Context: an optimization exercise on an open-source flow, tuned for small area and a short achievable clock period. The choices shown serve that exercise and are no tape-out recipe.
RTL that was checked went through simulation tests only; none was proved equivalent to the original.
No functional check of the RTL was part of run 1.
In runs 1, 2, 4 and 5 the design's own scripts or RTL, not TritonCTS, make the clock network.
The clock input has no modelled driver; a real chip could not lean on it and would need a root buffer or a full tree.
No activity file was given, so power comes from the tool's default toggle rates.

$ cat flow/config.mk
export PLATFORM = sky130hd
export DESIGN_NAME = fifo_module
export DESIGN_NICKNAME = fifo_module
export VERILOG_FILES = /design/flow/design.v
export SDC_FILE = /design/flow/constraint.sdc
export NUM_CORES = 4
export LEC_CHECK = 0
export CAP_MARGIN = 20
export CORE_MARGIN = 2
export CORE_UTILIZATION = 60
export SETUP_SLACK_MARGIN = 2.5
export SLEW_MARGIN = 20
export SYNTH_HIERARCHICAL = 1
export SYNTH_MINIMUM_KEEP_SIZE = 0
$ cat flow/constraint.sdc
create_clock -name core_clock -period 4.0 [get_ports {clk}]
set_input_delay 0.8000 -clock core_clock [delete_from_list [all_inputs] [get_ports {clk}]]
set_output_delay 0.8000 -clock core_clock [all_outputs]
set_load 0.01 [all_outputs]
$ cat flow/design.v
module fifo_module #(
    parameter WIDTH = 8,
    parameter DEPTH = 16,
    parameter ADDR_WIDTH = 4
) (
    input clk,
    input rst,
    input [WIDTH-1:0] data_in,
    input write_enable,
    input read_enable,
    output reg [WIDTH-1:0] data_out,
    output reg full,
    output reg empty
);
reg [WIDTH-1:0] mem_n [0:DEPTH-1];    
reg [3:0] lo_n, hi_n;                 
reg full_q, empty_q;                  
wire [3:0] lo_d, hi_d;
wire empty_d, full_d, empty_o_d, full_o_d;
wire [DEPTH-1:0] mem_en;
fm_ctrl u_ctrl (
    .we(write_enable), .re(read_enable), .rst(rst),
    .lo_n(lo_n), .hi_n(hi_n), .empty(empty_q), .full(full_q),
    .lo_d(lo_d), .hi_d(hi_d), .empty_d(empty_d), .full_d(full_d),
    .empty_o_d(empty_o_d), .full_o_d(full_o_d)
);
always @(posedge clk) begin
    lo_n    <= lo_d;
    hi_n    <= hi_d;
    empty_q <= empty_d;
    full_q  <= full_d;
    empty   <= empty_o_d;
    full    <= full_o_d;
end
wire [WIDTH-1:0] din_n;
genvar k, b;
generate
    for (b = 0; b < WIDTH; b = b + 1) begin : g_din
        fm_inv u_inv (.a(data_in[b]), .y(din_n[b]));
    end
    for (k = 0; k < DEPTH; k = k + 1) begin : g_wen
        wire en_n;
        fm_nand2b u_en_n (.a_n(full_q), .b(write_enable), .y(en_n));
        fm_inv u_en (.a(en_n), .y(mem_en[k]));
    end
endgenerate
always @(posedge clk) begin
    if (mem_en[0])
        mem_n[0] <= din_n;
end
generate
    for (k = 1; k < DEPTH; k = k + 1) begin : g_shift
        always @(posedge clk) begin
            if (mem_en[k])
                mem_n[k] <= mem_n[k-1];
        end
    end
endgenerate
wire [DEPTH-1:0] sel;
generate
    for (k = 0; k < DEPTH; k = k + 1) begin : g_sel
        fm_nor2 u_sel (.a(lo_n[k % 4]), .b(hi_n[k / 4]), .y(sel[k]));
    end
endgenerate
wire den;
fm_nor3b u_den (.a(rst), .b(empty_q), .c_n(read_enable), .y(den));
wire [WIDTH-1:0] oldest, dout_d;
generate
    for (b = 0; b < WIDTH; b = b + 1) begin : g_rd
        wire [7:0] t;
        wire [1:0] z;
        for (k = 0; k < 8; k = k + 1) begin : g_t
            fm_a22oi u_t (.a1(sel[2*k]), .a2(mem_n[2*k][b]), .b1(sel[2*k+1]), .b2(mem_n[2*k+1][b]), .y(t[k]));
        end
        fm_nand4 u_z0 (.a(t[0]), .b(t[1]), .c(t[2]), .d(t[3]), .y(z[0]));
        fm_nand4 u_z1 (.a(t[4]), .b(t[5]), .c(t[6]), .d(t[7]), .y(z[1]));
        fm_nor2 u_o (.a(z[0]), .b(z[1]), .y(oldest[b]));
        wire n0, n1;
        fm_nand2 u_n0 (.a(den), .b(oldest[b]), .y(n0));
        fm_nand2b u_n1 (.a_n(den), .b(data_out[b]), .y(n1));
        fm_nand2 u_d (.a(n0), .b(n1), .y(dout_d[b]));
    end
endgenerate
always @(posedge clk) begin
    data_out <= dout_d;
end
endmodule
module fm_ctrl (
    input we, input re, input rst,
    input [3:0] lo_n, input [3:0] hi_n, input empty, input full,
    output [3:0] lo_d, output [3:0] hi_d, output empty_d, output full_d,
    output empty_o_d, output full_o_d
);
wire [7:0] nx_a, nx_b, nx_c;
wire e_rd, f_wr;
fm_ctrl_pre u_pre (.lo_n(lo_n), .hi_n(hi_n), .empty(empty), .full(full),
                   .nx_a(nx_a), .nx_b(nx_b), .nx_c(nx_c), .e_rd(e_rd), .f_wr(f_wr));
wire [1:0] d00, d01, d10, d11;
wire rst_n;
genvar g, i;
generate
    for (g = 0; g < 2; g = g + 1) begin : g_dec
        fm_nor2  u_d00 (.a(we), .b(re), .y(d00[g]));
        fm_nor2b u_d01 (.a(we), .b_n(re), .y(d01[g]));
        fm_nor2b u_d10 (.a(re), .b_n(we), .y(d10[g]));
        fm_and2  u_d11 (.a(we), .b(re), .y(d11[g]));
    end
endgenerate
fm_inv u_rst (.a(rst), .y(rst_n));
wire [7:0] cur = {hi_n, lo_n};
wire [7:0] nxt;
generate
    for (i = 0; i < 8; i = i + 1) begin : g_h
        wire t0, t1;
        fm_a22oi u_t0 (.a1(d00[i / 4]), .a2(cur[i]), .b1(d01[i / 4]), .b2(nx_b[i]), .y(t0));
        fm_a22oi u_t1 (.a1(d10[i / 4]), .a2(nx_a[i]), .b1(d11[i / 4]), .b2(nx_c[i]), .y(t1));
        if (i % 4 == 3) begin : g_r0
            fm_a21oi u_o (.a1(t0), .a2(t1), .b1(rst), .y(nxt[i]));
        end else begin : g_r1
            fm_nand3 u_o (.a(t0), .b(t1), .c(rst_n), .y(nxt[i]));
        end
    end
endgenerate
assign lo_d = nxt[3:0];
assign hi_d = nxt[7:4];
wire te, tf;
fm_a22oi u_te (.a1(d00[0]), .a2(empty), .b1(d01[0]), .b2(e_rd), .y(te));
fm_nand2 u_e (.a(te), .b(rst_n), .y(empty_d));
fm_nand2 u_eo (.a(te), .b(rst_n), .y(empty_o_d));
fm_a22oi u_tf (.a1(d00[0]), .a2(full), .b1(d10[0]), .b2(f_wr), .y(tf));
fm_nor2  u_f (.a(tf), .b(rst), .y(full_d));
fm_nor2  u_fo (.a(tf), .b(rst), .y(full_o_d));
endmodule
module fm_ctrl_pre (
    input [3:0] lo_n, input [3:0] hi_n, input empty, input full,
    output [7:0] nx_a, output [7:0] nx_b, output [7:0] nx_c,
    output e_rd, output f_wr
);
wire [3:0] hi_inc = lo_n[3] ? hi_n : {hi_n[2:0], hi_n[3]};
wire [3:0] hi_dec = lo_n[0] ? hi_n : {hi_n[0], hi_n[3:1]};
wire [7:0] cur = {hi_n, lo_n};
wire [7:0] inc = {hi_inc, lo_n[2:0], lo_n[3]};
wire [7:0] dec = {hi_dec, lo_n[0], lo_n[3:1]};
localparam [7:0] H15 = 8'b0111_0111;
localparam [7:0] H0  = 8'b1110_1110;
localparam [7:0] H14 = 8'b0111_1011;
assign nx_a = full ? H15 : inc;
assign nx_b = empty ? H15 : dec;
assign nx_c = empty ? H0 : full ? H14 : cur;
assign e_rd = empty | ~(lo_n[0] | hi_n[0]);
assign f_wr = full | ~(lo_n[2] | hi_n[3]);
endmodule
module fm_inv (input a, output y);
assign y = ~a;
endmodule
module fm_nand2 (input a, input b, output y);
assign y = ~(a & b);
endmodule
module fm_and2 (input a, input b, output y);
assign y = a & b;
endmodule
module fm_nor2 (input a, input b, output y);
assign y = ~(a | b);
endmodule
module fm_nor2b (input a, input b_n, output y);
assign y = ~a & b_n;
endmodule
module fm_nand2b (input a_n, input b, output y);
assign y = ~(~a_n & b);
endmodule
module fm_nand3 (input a, input b, input c, output y);
assign y = ~(a & b & c);
endmodule
module fm_a21oi (input a1, input a2, input b1, output y);
assign y = ~((a1 & a2) | b1);
endmodule
module fm_nor3b (input a, input b, input c_n, output y);
assign y = ~a & ~b & c_n;
endmodule
module fm_nand4 (input a, input b, input c, input d, output y);
assign y = ~(a & b & c & d);
endmodule
module fm_a22oi (input a1, input a2, input b1, input b2, output y);
assign y = ~((a1 & a2) | (b1 & b2));
endmodule
module fm_mux2 (input a0, input a1, input s, output y);
assign y = s ? a1 : a0;
endmodule
$ cat flow/flow/run.sh
#!/bin/bash
# The standard layout, with four changes: port buffers of a fixed small
# cell, every cell downsized after floorplanning (the repair steps size up
# what needs it), a clock tree built by hand in place of the tool's, and an
# area recovery after the timing repair of global routing.
set -euo pipefail
FLOW_DIR=$(cd "$(dirname "${BASH_SOURCE[0]}")" && pwd)
export BUFFER_PORTS_ARGS="-buffer_cell sky130_fd_sc_hd__buf_2"
export POST_FLOORPLAN_TCL=$FLOW_DIR/downsize.tcl
export PRE_CTS_TCL=$FLOW_DIR/cts_pre.tcl
export PRE_GLOBAL_ROUTE_TCL=$FLOW_DIR/grt_pre.tcl
bash standard.sh > standard.log 2>&1
$ cat flow/flow/cts_pre.tcl
# Build the clock tree by hand (see manual_cts.tcl) and skip the tool's own:
# the clock port drives four inverters, each driving two inverters that
# drive the flip-flops.
source [file join [file dirname [info script]] manual_cts.tcl]
fm_manual_cts2 {{4 sky130_fd_sc_hd__clkinv_2} {8 sky130_fd_sc_hd__clkinv_4}}
proc clock_tree_synthesis {args} { puts "clock_tree_synthesis skipped: tree built by hand" }
# The tool would clone each clock inverter next to every flip-flop it drives.
proc repair_clock_inverters {args} { puts "repair_clock_inverters skipped: tree built by hand" }
$ cat flow/flow/downsize.tcl
# Give every cell its smallest drive strength; the later repair steps size up
# only what timing, slew and load need.
proc fm_downsize {} {
  set n 0
  foreach inst [get_cells *] {
    set cell [get_name [get_lib_cells -of_objects $inst]]
    if {![regexp {^(sky130_fd_sc_hd__[a-z0-9]+)_([0-9]+)$} $cell -> base drive]} { continue }
    set best $cell
    set best_area [get_property [get_lib_cells */$cell] area]
    foreach lc [get_lib_cells */${base}_*] {
      set name [get_name $lc]
      if {![regexp "^${base}_\[0-9\]+\$" $name]} { continue }
      if {[get_property $lc dont_use]} { continue }
      set a [get_property $lc area]
      if {$a < $best_area} { set best $name; set best_area $a }
    }
    if {$best ne $cell} {
      replace_cell $inst [get_lib_cells */$best]
      incr n
    }
  }
  puts "fm_downsize: $n cells downsized"
}
fm_downsize
$ cat flow/flow/grt_pre.tcl
# After the timing repair of global routing, give back area: the step that
# would recover power runs the area recovery of recover.tcl instead.
source [file join [file dirname [info script]] recover.tcl]
proc recover_power_helper { } {
  fm_recover_area
}
$ cat flow/flow/manual_cts.tcl
# Clock tree built by hand. The flip-flops are split by placement into
# groups of near-equal size, each driven by one leaf cell; with two levels,
# the leaves are split the same way under the cells the clock port drives.
# With inverters, two levels keep the clock's polarity.
proc fm_split {pts k axis} {
  # split pts (list of {object x y}) into k groups of near-equal size,
  # cutting across the longer spread first
  if {$k <= 1} { return [list $pts] }
  set xs [lsort -integer [lmap p $pts {lindex $p 1}]]
  set ys [lsort -integer [lmap p $pts {lindex $p 2}]]
  set axis [expr {([lindex $xs end] - [lindex $xs 0]) >= ([lindex $ys end] - [lindex $ys 0]) ? 1 : 2}]
  set s [lsort -integer -index $axis $pts]
  set n [llength $s]
  set k1 [expr {$k / 2}]
  set n1 [expr {($n * $k1) / $k}]
  return [concat [fm_split [lrange $s 0 [expr {$n1 - 1}]] $k1 $axis] \
                 [fm_split [lrange $s $n1 end] [expr {$k - $k1}] $axis]]
}

proc fm_drive {block groups master prefix src} {
  # one cell of master per group, its input on net src, its output driving
  # the group; returns {inst x y} for each new cell
  set out {}
  set i 0
  foreach g $groups {
    set sx 0; set sy 0
    foreach p $g { incr sx [lindex $p 1]; incr sy [lindex $p 2] }
    set cx [expr {$sx / [llength $g]}]
    set cy [expr {$sy / [llength $g]}]
    set inst [odb::dbInst_create $block $master "${prefix}_$i"]
    set net [odb::dbNet_create $block "${prefix}_net_$i"]
    $net setSigType CLOCK
    foreach p $g {
      set it [lindex $p 0]
      $it disconnect
      $it connect $net
    }
    set in_pin [lindex [lmap m [[$inst getMaster] getMTerms] {expr {[$m getIoType] eq "INPUT" && [$m getSigType] eq "SIGNAL" ? [$m getName] : [continue]}}] 0]
    set out_pin [lindex [lmap m [[$inst getMaster] getMTerms] {expr {[$m getIoType] eq "OUTPUT" ? [$m getName] : [continue]}}] 0]
    [$inst findITerm $in_pin] connect $src
    [$inst findITerm $out_pin] connect $net
    $inst setLocation [expr {$cx - [$master getWidth] / 2}] [expr {$cy - [$master getHeight] / 2}]
    $inst setPlacementStatus PLACED
    puts "fm_manual_cts: ${prefix}_$i ([$master getName]) drives [llength $g] pins"
    lappend out [list [$inst findITerm $in_pin] $cx $cy]
    incr i
  }
  return $out
}

# levels: list of {count cell}, from the clock port down to the leaves
proc fm_manual_cts2 {levels} {
  set block [ord::get_db_block]
  set db [ord::get_db]
  set clk [$block findNet clk]
  set pts {}
  foreach it [$clk getITerms] {
    set box [[$it getInst] getBBox]
    lappend pts [list $it [expr {([$box xMin] + [$box xMax]) / 2}] [expr {([$box yMin] + [$box yMax]) / 2}]]
  }
  # build from the leaves up: each level's cells are the sinks of the one above
  set lv [llength $levels]
  for {set l [expr {$lv - 1}]} {$l >= 0} {incr l -1} {
    lassign [lindex $levels $l] n cell
    set groups [fm_split $pts $n 1]
    set pts [fm_drive $block $groups [$db findMaster $cell] "clk_l${l}" $clk]
  }
  set_propagated_clock [all_clocks]
}
$ cat flow/flow/recover.tcl
# Area recovery: try each cell at a smaller drive strength, biggest saving
# first, and keep the change when the worst setup slack stays at or above
# what it was, the paths through the cell keep a guard band of slack above
# that (routing changes the parasitics a little) and no max-slew or
# max-capacitance violation appears.
set ::fm_recover_guard 0.1
proc fm_family_sizes {cell} {
  # cells of the same function as cell, smallest area first
  if {![regexp {^(sky130_fd_sc_hd__[a-z0-9]+)_([0-9]+)$} $cell -> base drive]} { return {} }
  set sizes {}
  foreach lc [get_lib_cells */${base}_*] {
    set name [get_name $lc]
    if {![regexp "^${base}_\[0-9\]+\$" $name]} { continue }
    if {[get_property $lc dont_use]} { continue }
    lappend sizes [list $name [get_property $lc area]]
  }
  return [lsort -real -index 1 $sizes]
}

proc fm_inst_slack {inst} {
  set w 1e9
  foreach pin [get_pins -of_objects $inst] {
    foreach s [get_property $pin slack_max] {
      if {$s ne "" && $s ne "INF" && $s < $w} { set w $s }
    }
  }
  return $w
}

proc fm_recover_area {} {
  global fm_recover_guard
  set target [expr {[sta::worst_slack -max] - 0.002}]
  set slew0 [sta::max_slew_violation_count]
  set cap0 [sta::max_capacitance_violation_count]
  set cands {}
  foreach inst [get_cells *] {
    set name [get_name $inst]
    # leave the hand-built clock tree alone
    if {[string match clk_l* $name]} { continue }
    set lc [get_lib_cells -quiet -of_objects $inst]
    if {$lc eq "" || $lc eq "NULL"} { continue }
    set cell [get_name $lc]
    set area [get_property $lc area]
    set smaller {}
    foreach s [fm_family_sizes $cell] {
      if {[lindex $s 1] < $area} { lappend smaller $s }
    }
    if {[llength $smaller] == 0} { continue }
    lappend cands [list $inst $cell [expr {$area - [lindex $smaller 0 1]}] $smaller]
  }
  set saved 0.0
  set n 0
  foreach c [lsort -real -decreasing -index 2 $cands] {
    lassign $c inst cell gain smaller
    set area [get_property [get_lib_cells */$cell] area]
    foreach s $smaller {
      replace_cell $inst [get_lib_cells */[lindex $s 0]]
      if {[sta::worst_slack -max] >= $target
          && [fm_inst_slack $inst] >= $target + $fm_recover_guard
          && [sta::max_slew_violation_count] <= $slew0
          && [sta::max_capacitance_violation_count] <= $cap0} {
        set saved [expr {$saved + $area - [lindex $s 1]}]
        incr n
        break
      }
      replace_cell $inst [get_lib_cells */$cell]
    }
  }
  puts [format "fm_recover_area: %d cells downsized, %.1f um2 saved, worst slack %.3f (target %.3f)" \
    $n $saved [sta::worst_slack -max] $target]
}
$ cat flow/standard.sh
#!/bin/bash
# synth_recipe.tcl (not shown) runs the flow's synth.tcl, then flattens the netlist and writes it again
# the make line also repeats each setting of config.mk as NAME=value (left out here)
make -C /OpenROAD-flow-scripts/flow DESIGN_CONFIG=/design/flow/config.mk WORK_HOME=/design/flow/orfs CLKGATE_MAP_FILE= SYNTH_SCRIPT=/design/flow/synth_recipe.tcl "${@:-finish}"
==> results.py, run 1 <==
metrics = {
    "floorplanning": {
        "fp-row-count": 37,
        "io_pins": 22,
        "die_w_um": 106,
        "die_h_um": 106,
        "fp.dieArea_sq_mm": 0.0111,
        "initial_utilization_pct": 60.7,
        "core-area_sq_mm": 0.0102,
    },
    "global_route": {
        "grt-ovfl-total": 0,
        "grt_pass1_vias": 3317,
        "grt.busiest_layer": "met2",
        "gr-usage-met1_pct": 28.8,
        "grt_pass1_wl_um": 17600,
        "grtUsageMet3_pct": 2.10,
        "use_met2_pct": 33.1,
        "antenna_found_initial": 0,
        "grt_max_degree": 29,
        "grt_use_total_pct": 19.7,
    },
    "finish": {
        "utilization_pct": 61.1,
        "syn_to_final_growth_pct": 0.587,
        "diodes": 0,
        "fillers": 810,
        "finalNetCount": 448,
        "drive_above_1_share_pct": 17.3,
        "final_common_cell": "edfxtp_1",
        "final_cell_mix": "128 x edfxtp_1, 81 x a22oi_1, 24 x nand2b_1, 21 x nand2_1",
        "final_cell_area_sq_mm": 0.00622,
    },
    "sta": {
        "tightest_slew_ns": 0.586,
        "hold_viol": 0,
        "max_slew_margin_pct": 60.9,
        "setup_viol": 0,
        "slew_viol_final": 0,
        "max_freq_ghz": 0.607,
        "finalCritPeriodShare_pct": 41.2,
        "setup_tns_ns": 0,
        "skew_ns": 0.0295,
        "rsz0062_at_grt": "true",
        "finalCriticalPeriod_ns": 1.65,
        "hold_slack_ns": 0.437,
    },
    "route": {
        "drc": 0,
        "wl_per_cell_um": 19.1,
        "antenna_left": 0,
        "drt-pass1-iter-count": 4,
        "vias_per_cell": 5.82,
        "wl_um": 10900,
        "drt_iter0_drc": 259,
        "vias": 3319,
    },
    "synthesis": {
        "ys_ff_latch": 148,
        "async_flop_share_pct": 0,
        "synth_edf_count": 128,
        "synthFlopType": "edfxtp_1",
        "syn_avg_cell_area_sq_um": 15.6,
        "synth_area_sq_mm": 0.00619,
        "yosysSeqAreaShare_pct": 68.6,
        "synth_cell_type_count": 26,
        "ys.warnings.count": 9,
        "synthCells": 396,
        "synth_fp_nets": 408,
    },
    "critical_path": {
        "worst-path-max-fanout": 8,
        "critPathRequiredTime_ns": 4.16,
        "cp.arrival_ns": 1.80,
        "r2r_cells": 6,
        "r2r_setup_slack_ns": 2.35,
        "crit_path_start_kind": "flip-flop",
        "timing.rr.end": "data_out[2]",
        "reg2reg_from": "lo_n[1]",
        "path_class": "flip-flop to flip-flop",
        "worstSetupStartpoint": "lo_n[1]",
        "end_kind": "flip-flop",
    },
    "power": {
        "p_per_area_mw_per_mm2": 436,
        "vdd_drop_max_mv": 0.214,
        "p_leak_nw": 2.14,
        "p_total_mw": 2.71,
    },
    "clock_tree": {
        "clkTransAtPathRegs_ns": 0.11,
        "cts_hold_buffers": 0,
        "clk_latency_ns": 0.23,
    },
    "min_path": {
        "hold_class": "flip-flop to flip-flop",
        "hold_depth": 0,
        "hp-start": "mem_n[2][5]",
        "hold_end": "mem_n[3][5]",
    },
    "placement": {
        "hpwl_um": 7830,
        "gp_congestion": 0.793,
        "dpl-instance-area_sq_mm": 0.00597,
        "io_buffers": 21,
    },
    "job": {
        "maxCapViolCount": 0,
    },
    "outcome": {
        "status": "no timing/DRC/antenna violations",
    },
}
[through the flow]
step                worst slack (ns)  std cells
floorplan                       2.55        396
global placement                1.94        549
detailed placement              1.88        549
CTS                             2.47        563
global route                    2.26        570
finish                          2.35        570
[where the power goes]
group          internal, mW  switching [mW]
Clock                0.0575           0.440
Combinational         0.132           0.174
Sequential             1.82          0.0903
[metal layers]
layer,wire length (um),up-vias
met5,0,-
met4,161,0
met3,358,8
met2,5320,69
met1,5060,1638
li1,-,1604
[repair_timing]
action,4_1_cts,5_1_grt
endpoints found under the setup margin,154,124
gates resized for setup,31,39
setup buffers,2,7
gates cloned,0,0
pin swaps,0,0
[per-module statistics from Yosys, one instance, submodules excluded, excerpt]
module / flip-flops and latches / cells inside
fm_nor2b: 0 / 1
fm_ctrl_pre: 0 / 40
fm_inv: 0 / 1
fm_nor3b: 0 / 1
fm_nand2: 0 / 1
fifo_module: 148 / 148
fm_nor2: 0 / 1
fm_a21oi: 0 / 1
fm_nand2b: 0 / 1
fm_nand4: 0 / 1
fm_and2: 0 / 1
fm_nand3: 0 / 1
fm_a22oi: 0 / 1
[sequential cells by signal, summed over array words and instances, names as in the netlist]
register and count:
full_q 1, full 1, empty_q 1, mem_n 128, lo_n 4, hi_n 4
data_out 8, empty 1
[critical path: stages, from the launching register on]
cell and delay, ns:
dfxtp_1 0.57, nor2_1 0.23, a22oi_1 0.27, nand4_1 0.14, nor2_1 0.20, nand2_1 0.09
nand2_1 0.08
[worst max path at each step]
stage | endpoint | slack [ns] | depth (start not counted)
3_3_place_gp | data_out[5] | 1.94 | 4
4_1_cts | data_out[3] | 2.47 | 1
3_5_place_dp | data_out[2] | 1.88 | 4
2_1_floorplan | data_out[0] | 2.55 | 3
6_report | data_out[2] | 2.35 | 6
5_1_grt | data_out[2] | 2.26 | 6
[cell type report]
type                       count  area (sq um)  area share (%)
inverter                      38           188            3.02
sequential                   148          4280            68.7
tap                          136           170            2.73
multi-input combinational    218          1400            22.5
timing repair buffer          30           188            3.02
[cells by family after synthesis]
group	synth area share [%]
AOI/OAI and AO/OA	17.6
and+or+nand+nor	10.9
buffers and inverters	2.04
muxes	0.809
DFF	68.6
[cells in the mapped netlist (all sizes together) (3+ instances only)]
cell type,count,area share [%]
edfxtp,128,62
a22oi,82,17
nor2,32,1.9
inv,26,1.6
nand2b,24,2.4
nand2,21,1.3
dfxtp,20,6.5
nand4,16,1.6
nor2b,10,1.6
or2,7,0.75
nand3,6,0.49
mux2i,5,0.81
buf,4,0.47
or3,4,0.40
a211o,3,0.42
==> run 2, diff against run 1 <==
==> flow/design.v (replaced) <==
module fifo_module #(
    parameter WIDTH = 8,
    parameter DEPTH = 16,
    parameter ADDR_WIDTH = 4
) (
    input clk,
    input rst,
    input [WIDTH-1:0] data_in,
    input write_enable,
    input read_enable,
    output reg [WIDTH-1:0] data_out,
    output reg full,
    output reg empty
);
reg [WIDTH-1:0] mem_n [0:DEPTH-1];    
reg [3:0] lo_n, hi_n;                 
reg full_q, empty_q;                  
wire [3:0] lo_d, hi_d;
wire empty_d, full_d, dout_en;
wire [DEPTH-1:0] mem_en;
fm_ctrl u_ctrl (
    .we(write_enable), .re(read_enable), .rst(rst),
    .lo_n(lo_n), .hi_n(hi_n), .empty(empty_q), .full(full_q),
    .lo_d(lo_d), .hi_d(hi_d), .empty_d(empty_d), .full_d(full_d),
    .dout_en(dout_en)
);
always @(posedge clk) begin
    lo_n    <= lo_d;
    hi_n    <= hi_d;
    empty_q <= empty_d;
    full_q  <= full_d;
    empty   <= empty_d;
    full    <= full_d;
end
wire [WIDTH-1:0] din_n;
genvar k, b;
generate
    for (b = 0; b < WIDTH; b = b + 1) begin : g_din
        fm_inv u_inv (.a(data_in[b]), .y(din_n[b]));
    end
    for (k = 0; k < DEPTH; k = k + 1) begin : g_wen
        fm_nor2b u_en (.a(full_q), .b_n(write_enable), .y(mem_en[k]));
    end
endgenerate
always @(posedge clk) begin
    if (mem_en[0])
        mem_n[0] <= din_n;
end
generate
    for (k = 1; k < DEPTH; k = k + 1) begin : g_shift
        always @(posedge clk) begin
            if (mem_en[k])
                mem_n[k] <= mem_n[k-1];
        end
    end
endgenerate
wire [DEPTH-1:0] sel;
generate
    for (k = 0; k < DEPTH; k = k + 1) begin : g_sel
        fm_nor2 u_sel (.a(lo_n[k % 4]), .b(hi_n[k / 4]), .y(sel[k]));
    end
endgenerate
wire [WIDTH-1:0] oldest, dout_d;
generate
    for (b = 0; b < WIDTH; b = b + 1) begin : g_rd
        wire [7:0] t;
        wire [1:0] z;
        for (k = 0; k < 8; k = k + 1) begin : g_t
            fm_a22oi u_t (.a1(sel[2*k]), .a2(mem_n[2*k][b]), .b1(sel[2*k+1]), .b2(mem_n[2*k+1][b]), .y(t[k]));
        end
        fm_nand4 u_z0 (.a(t[0]), .b(t[1]), .c(t[2]), .d(t[3]), .y(z[0]));
        fm_nand4 u_z1 (.a(t[4]), .b(t[5]), .c(t[6]), .d(t[7]), .y(z[1]));
        fm_nor2 u_o (.a(z[0]), .b(z[1]), .y(oldest[b]));
        fm_mux2 u_h (.a0(data_out[b]), .a1(oldest[b]), .s(dout_en), .y(dout_d[b]));
    end
endgenerate
always @(posedge clk) begin
    data_out <= dout_d;
end
endmodule
module fm_ctrl (
    input we, input re, input rst,
    input [3:0] lo_n, input [3:0] hi_n, input empty, input full,
    output [3:0] lo_d, output [3:0] hi_d, output empty_d, output full_d,
    output dout_en
);
wire up, dn, hold, rst_n;
fm_updn u_updn (.we(we), .re(re), .empty(empty), .full(full), .up(up), .dn(dn), .hold(hold));
fm_inv u_rst (.a(rst), .y(rst_n));
wire [3:0] hi_inc, hi_dec;
genvar i;
generate
    for (i = 0; i < 4; i = i + 1) begin : g_hi
        fm_mux2 u_inc (.a0(hi_n[(i + 3) % 4]), .a1(hi_n[i]), .s(lo_n[3]), .y(hi_inc[i]));
        fm_mux2 u_dec (.a0(hi_n[(i + 1) % 4]), .a1(hi_n[i]), .s(lo_n[0]), .y(hi_dec[i]));
    end
endgenerate
wire [7:0] cur = {hi_n, lo_n};
wire [7:0] inc = {hi_inc, lo_n[2:0], lo_n[3]};
wire [7:0] dec = {hi_dec, lo_n[0], lo_n[3:1]};
wire [7:0] nxt;
generate
    for (i = 0; i < 8; i = i + 1) begin : g_h
        wire t0, t1;
        fm_a22oi u_t0 (.a1(up), .a2(inc[i]), .b1(dn), .b2(dec[i]), .y(t0));
        fm_nand2 u_t1 (.a(hold), .b(cur[i]), .y(t1));
        if (i % 4 == 3) begin : g_r0
            fm_a21oi u_o (.a1(t0), .a2(t1), .b1(rst), .y(nxt[i]));
        end else begin : g_r1
            fm_nand3 u_o (.a(t0), .b(t1), .c(rst_n), .y(nxt[i]));
        end
    end
endgenerate
assign lo_d = nxt[3:0];
assign hi_d = nxt[7:4];
wire h0, h14;
fm_nor2 u_h0 (.a(lo_n[0]), .b(hi_n[0]), .y(h0));
fm_nor2 u_h14 (.a(lo_n[2]), .b(hi_n[3]), .y(h14));
wire te, tf;
fm_a22oi u_te (.a1(empty), .a2(hold), .b1(dn), .b2(h0), .y(te));
fm_nand2 u_e (.a(te), .b(rst_n), .y(empty_d));
fm_a22oi u_tf (.a1(full), .a2(hold), .b1(up), .b2(h14), .y(tf));
fm_nor2  u_f (.a(tf), .b(rst), .y(full_d));
fm_nor3 u_den (.a(rst), .b(empty), .c(~re), .y(dout_en));
endmodule
module fm_updn (input we, input re, input empty, input full,
                output up, output dn, output hold);
wire w = we & ~full;
wire r = re & ~empty;
assign up = w & ~r;
assign dn = r & ~w;
assign hold = ~(up | dn);
endmodule
module fm_inv (input a, output y);
assign y = ~a;
endmodule
module fm_nand2 (input a, input b, output y);
assign y = ~(a & b);
endmodule
module fm_and2 (input a, input b, output y);
assign y = a & b;
endmodule
module fm_nor2 (input a, input b, output y);
assign y = ~(a | b);
endmodule
module fm_nor2b (input a, input b_n, output y);
assign y = ~a & b_n;
endmodule
module fm_nand3 (input a, input b, input c, output y);
assign y = ~(a & b & c);
endmodule
module fm_nor3 (input a, input b, input c, output y);
assign y = ~(a | b | c);
endmodule
module fm_a21oi (input a1, input a2, input b1, output y);
assign y = ~((a1 & a2) | b1);
endmodule
module fm_nand4 (input a, input b, input c, input d, output y);
assign y = ~(a & b & c & d);
endmodule
module fm_a22oi (input a1, input a2, input b1, input b2, output y);
assign y = ~((a1 & a2) | (b1 & b2));
endmodule
module fm_mux2 (input a0, input a1, input s, output y);
assign y = s ? a1 : a0;
endmodule
--- a/flow/flow/recover.tcl
+++ b/flow/flow/recover.tcl
@@ -1,8 +1,5 @@
 # Area recovery: try each cell at a smaller drive strength, biggest saving
 # first, and keep the change when the worst setup slack stays at or above
-# what it was, the paths through the cell keep a guard band of slack above
-# that (routing changes the parasitics a little) and no max-slew or
-# max-capacitance violation appears.
-set ::fm_recover_guard 0.1
+# what it was and no max-slew or max-capacitance violation appears.
 proc fm_family_sizes {cell} {
   # cells of the same function as cell, smallest area first
@@ -18,16 +15,5 @@
 }
 
-proc fm_inst_slack {inst} {
-  set w 1e9
-  foreach pin [get_pins -of_objects $inst] {
-    foreach s [get_property $pin slack_max] {
-      if {$s ne "" && $s ne "INF" && $s < $w} { set w $s }
-    }
-  }
-  return $w
-}
-
 proc fm_recover_area {} {
-  global fm_recover_guard
   set target [expr {[sta::worst_slack -max] - 0.002}]
   set slew0 [sta::max_slew_violation_count]
@@ -57,5 +43,4 @@
       replace_cell $inst [get_lib_cells */[lindex $s 0]]
       if {[sta::worst_slack -max] >= $target
-          && [fm_inst_slack $inst] >= $target + $fm_recover_guard
           && [sta::max_slew_violation_count] <= $slew0
           && [sta::max_capacitance_violation_count] <= $cap0} {
--- a/flow/config.mk
+++ b/flow/config.mk
@@ -9,5 +9,5 @@
 export CORE_MARGIN = 2
 export CORE_UTILIZATION = 60
-export SETUP_SLACK_MARGIN = 2.5
+export SETUP_SLACK_MARGIN = 2.45
 export SLEW_MARGIN = 20
 export SYNTH_HIERARCHICAL = 1
==> results.py, run 2 <==
metrics = {
    "power": {
        "clkPwrFrac_pct": 17.3,
        "pwr-share-comb_pct": 12.9,
        "vdd_drop_max_mv": 0.225,
        "internal_power_mw": 2.04,
        "p_switching_mw": 0.779,
        "p_sw_share_pct": 27.6,
        "p_seq_share_pct": 69.8,
        "p_per_area_mw_per_mm2": 476,
        "p_leak_nw": 1.94,
        "p_total_mw": 2.82,
    },
    "synthesis": {
        "synthCells": 329,
        "ys.warnings.count": 9,
        "syn_avg_cell_area_sq_um": 18.1,
        "synth_area_sq_mm": 0.00597,
        "async_flop_share_pct": 0,
        "synth_cell_type_count": 15,
        "yosysMostFrequentCell": "edfxtp_1",
        "yosysSeqAreaShare_pct": 70.4,
        "synth_edf_count": 128,
        "synth_fp_nets": 343,
        "synthTopCellsByArea": "edfxtp_1 64%, a22oi_2 16%, dfxtp_1 6.0%",
        "yosys-top-cells-count": "128 x edfxtp_1, 74 x a22oi_2, 27 x nor2_1",
        "synth_top_area_cell": "edfxtp_1",
        "synthFlopType": "edfxtp_1",
        "ys_ff_latch": 146,
        "yosys.area.top_type_share_pct": 64.4,
    },
    "finish": {
        "instances_no_fill": 498,
        "utilization_pct": 61.0,
        "fillers": 778,
        "drive_above_1_share_pct": 17.3,
        "largest-register": "mem_n",
        "final_cell_mix": "128 x edfxtp_1, 74 x a22oi_1, 19 x buf_1",
        "reg_top3": "mem_n (128), data_out (8)",
        "final_common_cell": "edfxtp_1",
        "final_cell_area_sq_mm": 0.00593,
        "diodes": 0,
        "syn_to_final_growth_pct": -0.608,
        "finalNetCount": 381,
        "largest_register_ffs": 128,
    },
    "placement": {
        "dpl-instance-area_sq_mm": 0.00569,
        "hpwl_um": 7950,
        "dp.cells": 484,
        "io_buffers": 21,
        "place_worst_setup_slack_ns": 1.83,
        "gp_congestion": 0.773,
    },
    "sta": {
        "setup_viol": 0,
        "fin_ws_ns": 2.40,
        "max_freq_ghz": 0.627,
        "tightest_slew_ns": 0.452,
        "hold_slack_ns": 0.454,
        "setup_tns_ns": 0,
        "rsz0062_at_grt": "true",
        "skew_ns": 0.0249,
        "max_slew_margin_pct": 69.8,
        "slew_viol_final": 0,
        "hold_viol": 0,
        "finalCriticalPeriod_ns": 1.60,
        "finalCritPeriodShare_pct": 39.9,
    },
    "critical_path": {
        "r2r_cells": 5,
        "r2r_setup_slack_ns": 2.41,
        "worstSetupStartpoint": "write_enable",
        "path_class": "input pin to flip-flop",
        "critPathRequiredTime_ns": 4.10,
        "cp.arrival_ns": 1.70,
        "end_kind": "flip-flop",
        "crit_end": "empty_q",
        "worst-path-max-fanout": 18,
        "reg2reg_from": "lo_n[1]",
        "crit_path_start_kind": "input pin",
        "timing.rr.end": "data_out[6]",
    },
    "outcome": {
        "status": "no timing/DRC/antenna violations",
    },
    "floorplanning": {
        "io_pins": 22,
        "fp-row-count": 36,
        "die_h_um": 104,
        "fp.dieArea_sq_mm": 0.0108,
        "initial_utilization_pct": 61.4,
        "die_w_um": 104,
        "core-area_sq_mm": 0.00973,
    },
    "clock_tree": {
        "clk_latency_ns": 0.22,
        "clkTransAtPathRegs_ns": 0.11,
        "cts_hold_buffers": 0,
    },
    "job": {
        "maxCapViolCount": 0,
    },
    "route": {
        "drt_iter0_drc": 252,
        "antenna_left": 0,
        "vias": 2949,
        "vias_per_cell": 5.92,
        "drc": 0,
        "wl_um": 11100,
        "drt-pass1-iter-count": 5,
        "wl_per_cell_um": 22.4,
    },
    "global_route": {
        "grt_max_degree": 20,
        "antenna_found_initial": 0,
        "grt-ovfl-total": 0,
        "grt_pass1_wl_um": 16900,
        "grt_use_total_pct": 20.5,
        "grt_pass1_vias": 2890,
    },
    "min_path": {
        "hold_depth": 0,
        "hold_class": "flip-flop to flip-flop",
    },
}
==> run 2: cell count changes in the layout (fill, tap and decap cells not counted), moves of 7 or more <==
cell,before,now
nor2_4,0,8
nor2_2,15,8
buf_6,9,0
a22oi_1,81,74
inv_2,16,1
nand2_1,21,9
nand2b_1,24,2
mux2_1,0,16
nor2b_2,2,16
==> run 2: per-module statistics from Yosys, one instance, submodules excluded, a selection <==
module	flip-flops and latches	area [sq um]	cells
fifo_module	146	4200	146
fm_updn	0	50.0	6
fm_mux2	0	15.0	1
fm_nor2b	0	13.8	1
fm_a22oi	0	12.5	1
fm_nor3	0	10.0	1
fm_a21oi	0	8.76	1
fm_nand4	0	6.26	1
fm_ctrl	0	3.75	1
fm_nand2	0	3.75	1
fm_nor2	0	3.75	1
==> run 2: worst min-delay path by stage <==
stage | slack [ns] | to | startpoint
floorplan | 0.45 | mem_n[11][0] | mem_n[10][0]
global placement | 0.44 | mem_n[10][4] | mem_n[9][4]
detailed placement | 0.44 | mem_n[7][5] | mem_n[6][5]
CTS | 0.46 | mem_n[7][5] | mem_n[6][5]
global route | 0.47 | mem_n[8][1] | mem_n[7][1]
finish | 0.45 | mem_n[8][1] | mem_n[7][1]
==> run 2: metal layers <==
| metal | wire length (um) | global-route usage (%) | vias to the layer above |
|---|---|---|---|
| met5 | 0 | 0 | - |
| met4 | 233 | 5.02 | 0 |
| li1 | - | - | 1396 |
| met1 | 4880 | 29.8 | 1449 |
| met3 | 444 | 1.51 | 14 |
| met2 | 5590 | 34.3 | 90 |
==> run 2: repair_timing <==
item                                    in CTS  in global routing
gates resized for setup                     65                 18
buffers inserted                             2                  0
endpoints found under the setup margin     150                 17
==> run 2: worst max-delay path: stages <==
cell and delay [ns]:
buf_8 0.15, nor2b_1 0.23, ha_4 0.26, a22oi_1 0.18, nand2_1 0.07
==> run 2: power by group through the flow <==
stage	clock network, mW	registers [mW]	logic, mW
2_1_floorplan	0	1.98	0.330
3_3_place_gp	0	1.99	0.349
3_5_place_dp	0	1.99	0.355
4_1_cts	0.501	1.97	0.383
5_1_grt	0.560	1.99	0.398
6_report	0.488	1.97	0.364
==> run 2: final cells by class <==
| cell class | instances | area [sq um] | share of cell area [%] |
|---|---|---|---|
| timing repair buffer | 24 | 114 | 1.92 |
| inverter | 22 | 128 | 2.15 |
| sequential | 146 | 4230 | 71.2 |
| tap | 133 | 166 | 2.80 |
| multi-input combinational | 173 | 1300 | 21.9 |
==> run 2: logic make-up after synthesis <==
kind of cell	after synthesis	share of synthesized area, %
flip-flops	146	70.4
multiplexers	16	4.02
AND/OR/NAND/NOR	79	8.72
adder cells (fa/ha/maj)	2	0.419
AO/OA/AOI/OAI	76	15.8
buffers and inverters	10	0.629
==> run 3, diff against run 2 <==
--- a/flow/flow/recover.tcl
+++ b/flow/flow/recover.tcl
@@ -1,5 +1,8 @@
 # Area recovery: try each cell at a smaller drive strength, biggest saving
 # first, and keep the change when the worst setup slack stays at or above
-# what it was and no max-slew or max-capacitance violation appears.
+# what it was, the paths through the cell keep a guard band of slack above
+# that (routing changes the parasitics a little) and no max-slew or
+# max-capacitance violation appears.
+set fm_recover_guard 0.1
 proc fm_family_sizes {cell} {
   # cells of the same function as cell, smallest area first
@@ -15,5 +18,16 @@
 }
 
+proc fm_inst_slack {inst} {
+  set w 1e9
+  foreach pin [get_pins -of_objects $inst] {
+    foreach s [get_property $pin slack_max] {
+      if {$s ne "" && $s ne "INF" && $s < $w} { set w $s }
+    }
+  }
+  return $w
+}
+
 proc fm_recover_area {} {
+  global fm_recover_guard
   set target [expr {[sta::worst_slack -max] - 0.002}]
   set slew0 [sta::max_slew_violation_count]
@@ -43,4 +57,5 @@
       replace_cell $inst [get_lib_cells */[lindex $s 0]]
       if {[sta::worst_slack -max] >= $target
+          && [fm_inst_slack $inst] >= $target + $fm_recover_guard
           && [sta::max_slew_violation_count] <= $slew0
           && [sta::max_capacitance_violation_count] <= $cap0} {
==> results.py, run 3 <==
metrics = {
    "synthesis": {
        "synth_area_sq_mm": 0.00597,
        "synthFlopType": "edfxtp_1",
        "synth_fp_nets": 343,
        "yosysSeqAreaShare_pct": 70.4,
        "synthTopCellsByArea": "edfxtp_1 64%, a22oi_2 16%, dfxtp_1 6.0%",
        "ys.warnings.count": 9,
        "yosys-top-cells-count": "128 x edfxtp_1, 74 x a22oi_2, 27 x nor2_1",
        "synth_cell_type_count": 15,
        "yosys.area.top_type_share_pct": 64.4,
        "ys_ff_latch": 146,
        "syn_avg_cell_area_sq_um": 18.1,
        "synth_edf_count": 128,
        "synthCells": 329,
        "synth_top_area_cell": "edfxtp_1",
        "yosysMostFrequentCell": "edfxtp_1",
        "async_flop_share_pct": 0,
    },
    "outcome": {
        "stop_stage": "5_1_grt",
        "stop_error": "Error: global_route.tcl, 121 can't read \"fm_recover_guard\": no such variable",
        "status": "aborted with a tool error",
    },
    "floorplanning": {
        "initial_utilization_pct": 61.4,
        "fp-row-count": 36,
        "io_pins": 22,
        "die_h_um": 104,
        "die_w_um": 104,
    },
    "global_route": {
        "grt_max_degree": 20,
    },
    "placement": {
        "io_buffers": 21,
        "gp_congestion": 0.773,
        "hpwl_um": 7950,
    },
}
==> run 3: cell counts after synthesis <==
No cell type changed its count.
==> run 3: worst max path at each step <==
stage | to | cells past startpoint
after floorplan | data_out[0] | 2
after global placement | mem_n[13][6] | 2
after detailed placement | mem_n[12][2] | 2
after CTS | data_out[1] | 5
==> run 3: power groups by stage <==
stage | logic (mW) | registers [mW] | clock network [mW]
global placement | 0.349 | 1.99 | 0
CTS | 0.383 | 1.97 | 0.501
floorplan | 0.330 | 1.98 | 0
detailed placement | 0.355 | 1.99 | 0
==> run 3: kinds of logic after synthesis <==
logic type	after synthesis	share of synthesized area [%]
buffers and inverters	10	0.629
AO/OA/AOI/OAI	76	15.8
multiplexers	16	4.02
AND/OR/NAND/NOR	79	8.72
flip-flops	146	70.4
adder cells (fa/ha/maj)	2	0.419
==> run 3: Yosys stat by module, one instance, submodules excluded, a selection <==
module	flops+latches	copies in the design
fm_nand2	0	9
fm_nor3	0	1
fm_updn	0	1
fm_a21oi	0	2
fm_nor2b	0	16
fm_nor2	0	27
fm_inv	0	9
fm_a22oi	0	74
fm_mux2	0	16
fifo_module	146	1
fm_nand4	0	16
==> run 3: metrics by stage <==
step	hold WS, ns	area, sq um	instances	utilization [%]	worst slack (ns)
3_3_place_gp	0.436	5690	484	58.4	1.91
4_1_cts	0.461	5990	498	61.6	2.44
3_5_place_dp	0.436	5690	484	58.4	1.83
2_1_floorplan	0.446	6000	329	-	2.34
==> run 3: timing repair <==
item / in CTS
hold buffers: 0
cloned: 0
buffers inserted: 2
resized for setup: 65
endpoints found under the setup margin: 150
==> run 4, diff against run 3 <==
--- a/flow/flow/recover.tcl
+++ b/flow/flow/recover.tcl
@@ -4,5 +4,5 @@
 # that (routing changes the parasitics a little) and no max-slew or
 # max-capacitance violation appears.
-set fm_recover_guard 0.1
+set ::fm_recover_guard 0.1
 proc fm_family_sizes {cell} {
   # cells of the same function as cell, smallest area first
==> results.py, run 4 <==
metrics = {
    "outcome": {
        "status": "no timing/DRC/antenna violations",
    },
    "min_path": {
        "hold_class": "flip-flop to flip-flop",
    },
    "finish": {
        "syn_to_final_growth_pct": 0.922,
        "final_common_cell": "edfxtp_1",
        "largest_register_ffs": 128,
        "final_cell_mix": "128 x edfxtp_1, 73 x a22oi_1, 16 x mux2_1, 16 x nand4_1, 16 x nor2b_2",
        "drive_above_1_share_pct": 21.6,
        "diodes": 0,
        "multi_input_area_sq_mm": 0.00135,
        "fillers": 763,
        "finalNetCount": 381,
        "reg_top3": "mem_n (128), data_out (8)",
        "final-seq-area_sq_mm": 0.00423,
        "largest-register": "mem_n",
    },
    "synthesis": {
        "async_flop_share_pct": 0,
        "yosysSeqAreaShare_pct": 70.4,
        "synth_edf_count": 128,
        "synth_top_area_cell": "edfxtp_1",
        "synth_fp_nets": 343,
        "synth_area_sq_mm": 0.00597,
        "ys.warnings.count": 9,
        "yosys.area.top_type_share_pct": 64.4,
        "synthFlopType": "edfxtp_1",
        "ys_ff_latch": 146,
        "yosys-top-cells-count": "128 x edfxtp_1, 74 x a22oi_2, 27 x nor2_1",
        "synthCells": 329,
        "synthTopCellsByArea": "edfxtp_1 64%, a22oi_2 16%, dfxtp_1 6.0%",
        "synth_cell_type_count": 15,
        "syn_avg_cell_area_sq_um": 18.1,
        "yosysMostFrequentCell": "edfxtp_1",
    },
    "sta": {
        "setup_tns_ns": 0,
        "rsz0062_at_grt": "true",
        "finalCritPeriodShare_pct": 38.0,
        "skew_ns": 0.0186,
        "max_slew_margin_pct": 71.7,
        "slew_viol_final": 0,
        "tightest_slew_ns": 0.423,
        "fin_ws_ns": 2.48,
        "hold_viol": 0,
        "max_freq_ghz": 0.658,
        "finalCriticalPeriod_ns": 1.52,
        "setup_viol": 0,
        "hold_slack_ns": 0.456,
    },
    "power": {
        "internal_power_mw": 2.07,
        "p_sw_share_pct": 27.5,
        "p_total_mw": 2.85,
        "p_per_area_mw_per_mm2": 473,
        "p_switching_mw": 0.782,
        "pwr-share-comb_pct": 13.5,
        "p_leak_nw": 1.99,
        "p_seq_share_pct": 69.4,
        "vdd_drop_max_mv": 0.225,
        "clkPwrFrac_pct": 17.0,
    },
    "critical_path": {
        "crit_family": "simple AND/OR/NAND/NOR gates",
        "worst_path_max_delay_cell": "ha_4",
        "cp_num_buf_inv": 1,
        "cpPeakStageDelay_ns": 0.23,
        "end_kind": "flip-flop",
        "crit_path_start_kind": "input pin",
        "crit_chain": "buf_8, nor2b_4, ha_4, a22oi_1, nand2_1",
        "critPathRequiredTime_ns": 4.10,
        "cp.arrival_ns": 1.62,
        "path_class": "input pin to flip-flop",
        "worst-path-max-fanout": 18,
    },
    "floorplanning": {
        "die_h_um": 104,
        "fp.dieArea_sq_mm": 0.0108,
        "fp-row-count": 36,
        "core-area_sq_mm": 0.00973,
        "io_pins": 22,
        "die_w_um": 104,
        "initial_utilization_pct": 61.4,
    },
    "clock_tree": {
        "clkTransAtPathRegs_ns": 0.11,
        "cts_hold_buffers": 0,
        "clk_latency_ns": 0.22,
    },
    "placement": {
        "hpwl_um": 7950,
        "place_worst_setup_slack_ns": 1.83,
        "io_buffers": 21,
        "gp_congestion": 0.773,
    },
    "route": {
        "drc": 0,
        "wl_um": 11100,
        "vias": 2973,
        "vias_per_cell": 5.97,
        "drt_iter0_drc": 239,
        "drt-pass1-iter-count": 4,
        "wl_per_cell_um": 22.3,
        "antenna_left": 0,
    },
    "global_route": {
        "grt_use_total_pct": 20.5,
        "grt-ovfl-total": 0,
        "grt_pass1_vias": 2890,
        "grt_pass1_wl_um": 16900,
        "antenna_found_initial": 0,
        "grt_max_degree": 20,
    },
    "job": {
        "maxCapViolCount": 0,
    },
}
==> run 4: cell counts after synthesis <==
No cell type changed its count.
==> run 4: logic make-up (layout without fill, tap and decap cells) <==
group	Yosys count	count (layout)	share of synthesized area, %
mux	16	16	4.02
simple gates	79	79	8.72
fa+ha+maj	2	2	0.419
buf+inv	10	46	0.629
compound gates	76	76	15.8
flops	146	146	70.4
==> run 4: area by class of cell <==
type / instances / area share [%]
inverters: 22 / 2.12
multi-input cells: 173 / 22.5
flip-flops and latches: 146 / 70.3
well taps: 133 / 2.76
repair buffers: 24 / 2.39
==> run 4: path summary, 6_finish.rpt <==
check	to	cells after the start	slack (ns)	from
setup / recovery	empty_q	5	2.48	write_enable
hold / removal	mem_n[8][1]	0	0.46	mem_n[7][1]
setup reg to reg	data_out[2]	5	2.53	hi_n[3]
hold reg to reg	mem_n[8][1]	0	0.46	mem_n[7][1]
==> run 4: through the flow <==
stage / std cells / utilization, % / cell area [sq um]
after floorplan: 329 / - / 6000
after global placement: 484 / 58.4 / 5690
after detailed placement: 484 / 58.4 / 5690
after CTS: 498 / 61.6 / 5990
after global routing: 498 / 61.9 / 6030
final: 498 / 61.9 / 6030
==> run 4: power groups by stage <==
| stage | clock (mW) | combinational [mW] | sequential, mW |
|---|---|---|---|
| floorplan | 0 | 0.330 | 1.98 |
| global placement | 0 | 0.349 | 1.99 |
| detailed placement | 0 | 0.355 | 1.99 |
| CTS | 0.501 | 0.383 | 1.97 |
| global route | 0.560 | 0.421 | 2.00 |
| finish | 0.485 | 0.385 | 1.98 |
==> run 4: Yosys stat by module (local to each module, per instance), a selection <==
module / cells / area (sq um)
fifo_module: 146 / 4200
fm_nor2b: 1 / 13.8
fm_nand4: 1 / 6.26
fm_nand2: 1 / 3.75
fm_inv: 1 / 3.75
fm_nor2: 1 / 3.75
fm_mux2: 1 / 15.0
fm_ctrl: 1 / 3.75
fm_nor3: 1 / 10.0
fm_updn: 6 / 50.0
==> run 4: repair_timing <==
action,in CTS,in global routing
endpoints found under the setup margin,150,17
buffers inserted,2,0
endpoints found under the hold margin,0,0
gates resized for setup,65,18
cloned,0,0
==> run 4: metal layers <==
| layer | vias up | track usage [%] | part of all wire [%] |
|---|---|---|---|
| met5 | - | 0 | 0 |
| li1 | 1398 | - | - |
| met4 | 0 | 5.02 | 2.1 |
| met2 | 87 | 34.3 | 51 |
| met1 | 1474 | 29.8 | 43 |
| met3 | 14 | 1.51 | 4.0 |
==> run 5, diff against run 4 <==
--- a/flow/config.mk
+++ b/flow/config.mk
@@ -9,5 +9,5 @@
 export CORE_MARGIN = 2
 export CORE_UTILIZATION = 60
-export SETUP_SLACK_MARGIN = 2.45
+export SETUP_SLACK_MARGIN = 2.55
 export SLEW_MARGIN = 20
 export SYNTH_HIERARCHICAL = 1
==> results.py, run 5 <==
metrics = {
    "sta": {
        "setup_viol": 0,
        "finalCritPeriodShare_pct": 38.8,
        "hold_viol": 0,
        "max_freq_ghz": 0.644,
        "tightest_slew_ns": 0.416,
        "rsz0062_at_grt": "true",
        "slew_viol_final": 0,
        "max_slew_margin_pct": 72.1,
        "finalCriticalPeriod_ns": 1.55,
        "hold_slack_ns": 0.446,
        "setup_tns_ns": 0,
        "skew_ns": 0.0264,
    },
    "power": {
        "clkPwrFrac_pct": 16.5,
        "p_per_area_mw_per_mm2": 476,
        "pwr-share-comb_pct": 15.5,
        "p_sw_share_pct": 27.4,
        "p_total_mw": 2.93,
        "internal_power_mw": 2.13,
        "p_switching_mw": 0.804,
        "vdd_drop_max_mv": 0.238,
        "p_leak_nw": 2.06,
        "p_seq_share_pct": 68.0,
    },
    "route": {
        "wl_per_cell_um": 22.8,
        "vias_per_cell": 6.07,
        "antenna_left": 0,
        "drt_iter0_drc": 252,
        "vias": 3048,
        "drt-pass1-iter-count": 4,
        "wl_um": 11400,
        "drc": 0,
    },
    "clock_tree": {
        "clkTransAtPathRegs_ns": 0.12,
        "clk_latency_ns": 0.23,
    },
    "floorplanning": {
        "io_pins": 22,
        "core-area_sq_mm": 0.00973,
        "fp.dieArea_sq_mm": 0.0108,
        "die_w_um": 104,
        "die_h_um": 104,
        "fp-row-count": 36,
        "initial_utilization_pct": 61.4,
    },
    "critical_path": {
        "critPathRequiredTime_ns": 4.15,
        "worst_path_max_delay_cell": "dfxtp_2",
        "cp_num_buf_inv": 0,
        "crit_family": "flip-flops",
        "cp.arrival_ns": 1.71,
        "cpPeakStageDelay_ns": 0.61,
        "worst-path-max-fanout": 8,
        "path_class": "flip-flop to flip-flop",
        "crit_chain": "nor2_4, a22oi_1, nand4_1, nor2_1, mux2_4",
        "crit_path_start_kind": "flip-flop",
        "end_kind": "flip-flop",
    },
    "synthesis": {
        "yosysSeqAreaShare_pct": 70.4,
        "synthTopCellsByArea": "edfxtp_1 64%, a22oi_2 16%, dfxtp_1 6.0%",
        "synth_area_sq_mm": 0.00597,
        "synth_top_area_cell": "edfxtp_1",
        "synthCells": 329,
        "yosys.area.top_type_share_pct": 64.4,
        "ys.warnings.count": 9,
        "syn_avg_cell_area_sq_um": 18.1,
        "yosysMostFrequentCell": "edfxtp_1",
        "ys_ff_latch": 146,
        "yosys-top-cells-count": "128 x edfxtp_1, 74 x a22oi_2, 27 x nor2_1",
        "synth_fp_nets": 343,
        "synth_edf_count": 128,
        "synth_cell_type_count": 15,
        "async_flop_share_pct": 0,
        "synthFlopType": "edfxtp_1",
    },
    "finish": {
        "final_cell_mix": "128 x edfxtp_1, 74 x a22oi_1, 16 x nand4_1, 16 x nor2_4, 14 x mux2_1",
        "finalNetCount": 385,
        "largest-register": "mem_n",
        "final_common_cell": "edfxtp_1",
        "syn_to_final_growth_pct": 3.27,
        "diodes": 0,
        "drive_above_1_share_pct": 23.0,
        "instances_no_fill": 502,
        "reg_top3": "mem_n (128), data_out (8)",
        "largest_register_ffs": 128,
    },
    "global_route": {
        "grt-ovfl-total": 0,
        "grt_use_total_pct": 21.2,
        "grt_pass1_wl_um": 17400,
        "grt_pass1_vias": 3002,
        "antenna_found_initial": 0,
        "grt_max_degree": 20,
    },
    "placement": {
        "hpwl_um": 8190,
        "gp_congestion": 0.825,
        "dp.cells": 484,
        "io_buffers": 21,
    },
    "job": {
        "maxCapViolCount": 0,
    },
    "min_path": {
        "hold_class": "flip-flop to flip-flop",
    },
    "outcome": {
        "status": "no timing/DRC/antenna violations",
    },
}
-- run 5: final cells by class --
class / instances / area (sq um)
fill: 762 / 3560
timing repair buffer: 28 / 233
tap: 133 / 166
multi-input combinational: 173 / 1400
sequential: 146 / 4240
inverter: 22 / 128
-- run 5: stage by stage --
| step | util (%) | area [sq um] | setup slack [ns] |
|---|---|---|---|
| after floorplan | - | 6020 | 2.34 |
| after global placement | 58.4 | 5690 | 1.90 |
| after detailed placement | 58.4 | 5690 | 1.84 |
| after CTS | 62.9 | 6120 | 2.50 |
| after global routing | 63.4 | 6170 | 2.41 |
| final | 63.4 | 6170 | 2.45 |
-- run 5: logic make-up (layout without fill, tap and decap cells) --
kind of cell             Yosys count  in the layout  synth area share [%]
flip-flops                       146            146                  70.4
AND/OR/NAND/NOR                   79             79                  8.72
AO/OA/AOI/OAI                     76             76                  15.8
multiplexers                      16             16                  4.02
buffers and inverters             10             50                 0.629
adder cells (fa/ha/maj)            2              2                 0.419
-- run 5: timing repair --
item,CTS,global route
hold buffers,0,0
pin swaps,1,1
endpoints found under the setup margin,156,121
gates cloned,0,0
setup buffers,3,3
gates resized for setup,95,23
hold endpoints to repair,0,0
-- run 5: final timing paths --
check	start	endpoint	slack [ns]	depth (start not counted)
worst max-delay path	lo_n[2]	data_out[0]	2.45	5
worst max register to register	lo_n[2]	data_out[0]	2.45	5
worst min-delay path	mem_n[14][2]	mem_n[15][2]	0.45	0
worst min register to register	mem_n[14][2]	mem_n[15][2]	0.45	0
-- run 5: per-layer routing --
metal  track usage, %  part of all wire (%)
met4             5.12                   2.5
met3             2.83                   7.0
met1             31.7                    43
met2             33.7                    48
met5                0                     0
-- run 5: power groups by stage --
| stage | sequential (mW) | clock [mW] | combinational, mW |
|---|---|---|---|
| CTS | 1.99 | 0.501 | 0.472 |
| finish | 1.99 | 0.484 | 0.456 |
| global route | 2.01 | 0.558 | 0.492 |
| global placement | 1.98 | 0 | 0.354 |
| floorplan | 1.98 | 0 | 0.333 |
| detailed placement | 1.99 | 0 | 0.357 |
-- run 5: per-module statistics from Yosys, one instance, submodules excluded, excerpt --
module / copies in the design / cells / flops+latches
fm_a22oi: 74 / 1 / 0
fm_nand4: 16 / 1 / 0
fm_ctrl: 1 / 1 / 0
fm_updn: 1 / 6 / 0
fifo_module: 1 / 146 / 146
fm_nor3: 1 / 1 / 0
fm_a21oi: 2 / 1 / 0
fm_nor2: 27 / 1 / 0
fm_nand3: 6 / 1 / 0
fm_nand2: 9 / 1 / 0
-- run 5: worst register-to-register path, stage by stage (launching register included) --
cell	delay, ns
dfxtp_2	0.61
nor2_4	0.11
a22oi_1	0.30
nand4_1	0.17
nor2_1	0.14
mux2_4	0.16

static timing again, ports no longer ideal:
The results above use ideal ports. As a check the final layouts listed here were re-extracted and re-timed, cells and wires unchanged.
Step 1: set_driving_cell puts a clkbuf_16 on clk and a buf_2 on each other input, an assumption about the parent block.
Step 2, shift: input delay + t, output delay - t, t = (earliest + latest rising clock arrival at the registers) / 2. This alone moves slack from input paths to output paths.
Three values: no drivers, after step 1, after step 2; two values: the first two.
| run | t, ns | slack for setup (ns) | worst setup path at the end | worst data-port slew with drivers (ns) | pins driven straight from the clock port |
|---|---|---|---|---|---|
| run 1 | 0.285 | 2.353 / 2.353 / 2.208 | input to register | 0.03 | 4 |
| run 2 | 0.283 | 2.405 / 2.382 / 2.145 | input to register | 0.05 | 4 |
| run 4 | 0.284 | 2.480 / 2.410 / 2.219 | input to register | 0.05 | 4 |
| run 5 | 0.289 | 2.448 / 2.436 / 2.222 | input to register | 0.08 | 4 |
After both steps setup and hold are still met in every run listed. For run 4, which loses most, drivers alone change the setup slack by -0.070 ns; drivers and shift together by -0.261 ns.
